Background: an optimization exercise with open tools, aiming at small area. Do not read the settings as production practice. The RTL was checked by simulation tests, not by an equivalence proof against the original design. Power is estimated from default activity; no workload was simulated.

==> flow/design.v (excerpt) <==
module fir(clk, din, reset, dout);
input clk;
input signed [7:0] din;
input reset;
output signed [15:0] dout;
reg [7:0] x1;
reg [7:0] x2;
reg [7:0] x3;
reg [7:0] x4;
reg [7:0] x5;
reg [7:0] x6;
reg [7:0] x7;
reg [7:0] x8;
reg [7:0] x9;
reg [7:0] x10;
reg [7:0] x11;
reg [7:0] x12;
wire rst_n = ~reset;
wire [7:0] d1;
an r1 (.a(rst_n), .b(din[0]), .y(d1[0]));
nd r2 (.a(rst_n), .b(din[1]), .y(d1[1]));
an r3 (.a(rst_n), .b(din[2]), .y(d1[2]));
nd r4 (.a(rst_n), .b(din[3]), .y(d1[3]));
nd r5 (.a(rst_n), .b(din[4]), .y(d1[4]));
nd r6 (.a(rst_n), .b(din[5]), .y(d1[5]));
an r7 (.a(rst_n), .b(din[6]), .y(d1[6]));
nd r8 (.a(rst_n), .b(din[7]), .y(d1[7]));
wire [7:0] d2;
nd r9 (.a(rst_n), .b(x1[0]), .y(d2[0]));
og r10 (.a(reset), .b(x1[1]), .y(d2[1]));
nd r11 (.a(rst_n), .b(x1[2]), .y(d2[2]));
nr r12 (.a(reset), .b(x1[3]), .y(d2[3]));
og r13 (.a(reset), .b(x1[4]), .y(d2[4]));
nr r14 (.a(reset), .b(x1[5]), .y(d2[5]));
nd r15 (.a(rst_n), .b(x1[6]), .y(d2[6]));
nr r16 (.a(reset), .b(x1[7]), .y(d2[7]));
wire [7:0] d3;
nr r17 (.a(reset), .b(x2[0]), .y(d3[0]));
nr r18 (.a(reset), .b(x2[1]), .y(d3[1]));
nr r19 (.a(reset), .b(x2[2]), .y(d3[2]));
an r20 (.a(rst_n), .b(x2[3]), .y(d3[3]));
nr r21 (.a(reset), .b(x2[4]), .y(d3[4]));
an r22 (.a(rst_n), .b(x2[5]), .y(d3[5]));
nr r23 (.a(reset), .b(x2[6]), .y(d3[6]));
nd r24 (.a(rst_n), .b(x2[7]), .y(d3[7]));
wire [7:0] d4;
nd r25 (.a(rst_n), .b(x3[0]), .y(d4[0]));
nd r26 (.a(rst_n), .b(x3[1]), .y(d4[1]));
  ...
Size: ~460 cells after synthesis, roughly 110 flip-flops, roughly 26 I/O pins.
Settings: LEC_CHECK=0, CAP_MARGIN=20, CORE_MARGIN=2, CORE_UTILIZATION=70, CTS_BUF_LIST=sky130_fd_sc_hd__clkbuf_4 sky130_fd_sc_hd__clkbuf_8, GPL_ROUTABILITY_DRIVEN=0, GPL_TIMING_DRIVEN=0, PLACE_DENSITY=0.8, SLEW_MARGIN=20, SYNTH_HIERARCHICAL=1, SYNTH_MINIMUM_KEEP_SIZE=0; clock period 6.5 ns.
standard.sh (not shown) runs the stock make flow with config.mk's settings and CLKGATE_MAP_FILE= SYNTH_SCRIPT=/design/flow/synth_recipe.tcl, a recipe that flattens the netlist after the stock synthesis.
==> flow/flow/run.sh <==
#!/bin/bash
# Layout flow: the standard flow (standard.sh, unchanged synthesis), with
# the ports buffered by the smallest buffer and no dummy loads on the clock tree.
set -euo pipefail
bash standard.sh \
  BUFFER_PORTS_ARGS="-buffer_cell sky130_fd_sc_hd__buf_1" \
  CTS_ARGS="-sink_clustering_enable -repair_clock_nets -buf_list {sky130_fd_sc_hd__clkbuf_8} -sink_clustering_size 28 -sink_clustering_max_diameter 100 -dont_use_dummy_load" \
  finish > flow.log 2>&1
Edit:
==> flow/flow/run.sh (replaced) <==
#!/bin/bash
# Layout flow: the standard flow (standard.sh, unchanged synthesis), with
# the ports buffered by the smallest buffer and no dummy loads on the clock tree.
set -euo pipefail
bash standard.sh \
  BUFFER_PORTS_ARGS="-buffer_cell sky130_fd_sc_hd__buf_1" \
  CTS_ARGS="-sink_clustering_enable -repair_clock_nets -buf_list {sky130_fd_sc_hd__clkbuf_4 sky130_fd_sc_hd__clkbuf_8} -dont_use_dummy_load" \
  finish > flow.log 2>&1
After rerunning: The changed run went through all stages and came out clean. Setup slack is unchanged. Total power is unchanged. Design area is unchanged. Area after synthesis stays the same. Routed wire length is unchanged.
Edit:
==> flow/flow/run.sh (replaced) <==
#!/bin/bash
# Layout flow: the standard flow (standard.sh, unchanged synthesis), with
# the ports buffered by the smallest buffer and no dummy loads on the clock tree.
set -euo pipefail
bash standard.sh \
  BUFFER_PORTS_ARGS="-buffer_cell sky130_fd_sc_hd__buf_1" \
  CTS_ARGS="-sink_clustering_enable -repair_clock_nets -buf_list {sky130_fd_sc_hd__clkbuf_4 sky130_fd_sc_hd__clkbuf_8 sky130_fd_sc_hd__clkbuf_16} -sink_clustering_size 40 -sink_clustering_max_diameter 150 -dont_use_dummy_load" \
  finish > flow.log 2>&1
The new run produced a clean layout.
Design area stays the same.
Total power is unchanged.
Register-to-register slack is about the same.
Area after synthesis is unchanged.
First-iteration DRC count is unchanged.
Via count is unchanged.
Clock power is about the same.
Count of clock-buffer cells in the layout stays the same.

* * *

== the reference run ==
fir, a different RTL version from the one above (not shown whole).
For scale: about 450 cells after synthesis.
==> flow/config.mk <==
export PLATFORM = sky130hd
export DESIGN_NAME = fir
export DESIGN_NICKNAME = fir
export VERILOG_FILES = /design/flow/design.v
export SDC_FILE = /design/flow/constraint.sdc
export NUM_CORES = 4
export LEC_CHECK = 0
export CAP_MARGIN = 20
export CORE_MARGIN = 2
export CORE_UTILIZATION = 60
export CTS_BUF_LIST = sky130_fd_sc_hd__clkbuf_4 sky130_fd_sc_hd__clkbuf_8
export GPL_ROUTABILITY_DRIVEN = 0
export GPL_TIMING_DRIVEN = 0
export PLACE_DENSITY = 0.7
export SLEW_MARGIN = 20
export SYNTH_HIERARCHICAL = 1
export SYNTH_MINIMUM_KEEP_SIZE = 0
==> flow/constraint.sdc <==
create_clock -name core_clock -period 6.5 [get_ports {clk}]
set_input_delay 1.3000 -clock core_clock [delete_from_list [all_inputs] [get_ports {clk}]]
set_output_delay 1.3000 -clock core_clock [all_outputs]
set_load 0.01 [all_outputs]
==> flow/flow/run.sh <==
#!/bin/bash
# Layout flow: the standard flow (standard.sh, unchanged synthesis), with
# the ports buffered by the smallest buffer and no dummy loads on the clock tree.
set -euo pipefail
bash standard.sh \
  BUFFER_PORTS_ARGS="-buffer_cell sky130_fd_sc_hd__buf_1" \
  CTS_ARGS="-sink_clustering_enable -sink_clustering_size 30 -sink_clustering_max_diameter 200 -sink_clustering_levels 1 -repair_clock_nets -buf_list {sky130_fd_sc_hd__clkbuf_8} -dont_use_dummy_load" \
  finish > flow.log 2>&1
What the trial run does differently from the reference run at the input level:
==> flow/flow/run.sh <==
#!/bin/bash
# Layout flow: the standard flow (standard.sh, unchanged synthesis), with
# the ports buffered by the smallest buffer and no dummy loads on the clock tree.
set -euo pipefail
bash standard.sh \
  BUFFER_PORTS_ARGS="-buffer_cell sky130_fd_sc_hd__buf_1" \
  CTS_ARGS="-sink_clustering_enable -repair_clock_nets -buf_list {sky130_fd_sc_hd__clkbuf_4 sky130_fd_sc_hd__clkbuf_8} -dont_use_dummy_load" \
  finish > flow.log 2>&1
==> comparison <==
- The trial run has completed all stages; timing, DRC and antenna checks passed.
- The trial run -> the reference run: cell area reported after detailed placement delta 0, exact match
- Minimum setup slack among reg-to-reg paths of the reference run is on par with the trial run.
- Diff the reference run..the trial run | net switching component of the power | unchanged
- As far as end-of-flow core utilization goes, the reference run and the trial run are indistinguishable; the numbers are identical.
- | number of global-route vias before repair | the reference run vs the trial run | ≈ equal |
- Changes observed in the trial run relative to the reference run: fraction of the mapped netlist area in adder cells held steady; number of signal-net inverters in the final layout roughly the same.

## re-timing with driven ports
Ports are ideal in the flow. The routed layouts listed here were re-timed in OpenROAD. Step 1: set_driving_cell puts a clkbuf_16 on clk and a buf_2 on each other input, an assumption about the parent block. Step 2, shift: input delay + t, output delay - t, t = (earliest + latest rising clock arrival at the registers) / 2. This alone moves slack from input paths to output paths. a / b / c = ideal ports / drivers / drivers and shift; a / b = the first two.
run | shift t [ns] | slack for setup (ns) | latest minus earliest clock arrival (ns)
the first run of note 1 | 0.391 | 0.094 / 0.094 / -0.070 | 0.032 / 0.032
the second run of note 1 | 0.391 | 0.094 / 0.094 / -0.070 | 0.032 / 0.032
the third run of note 1 | 0.391 | 0.094 / 0.094 / -0.070 | 0.032 / 0.032
the reference run | 0.409 | 0.184 / 0.184 / -0.047 | 0.018 / 0.018
the trial run | 0.409 | 0.184 / 0.184 / -0.047 | 0.018 / 0.018
Met with ideal ports but missed after step 2: setup timing in every run listed.
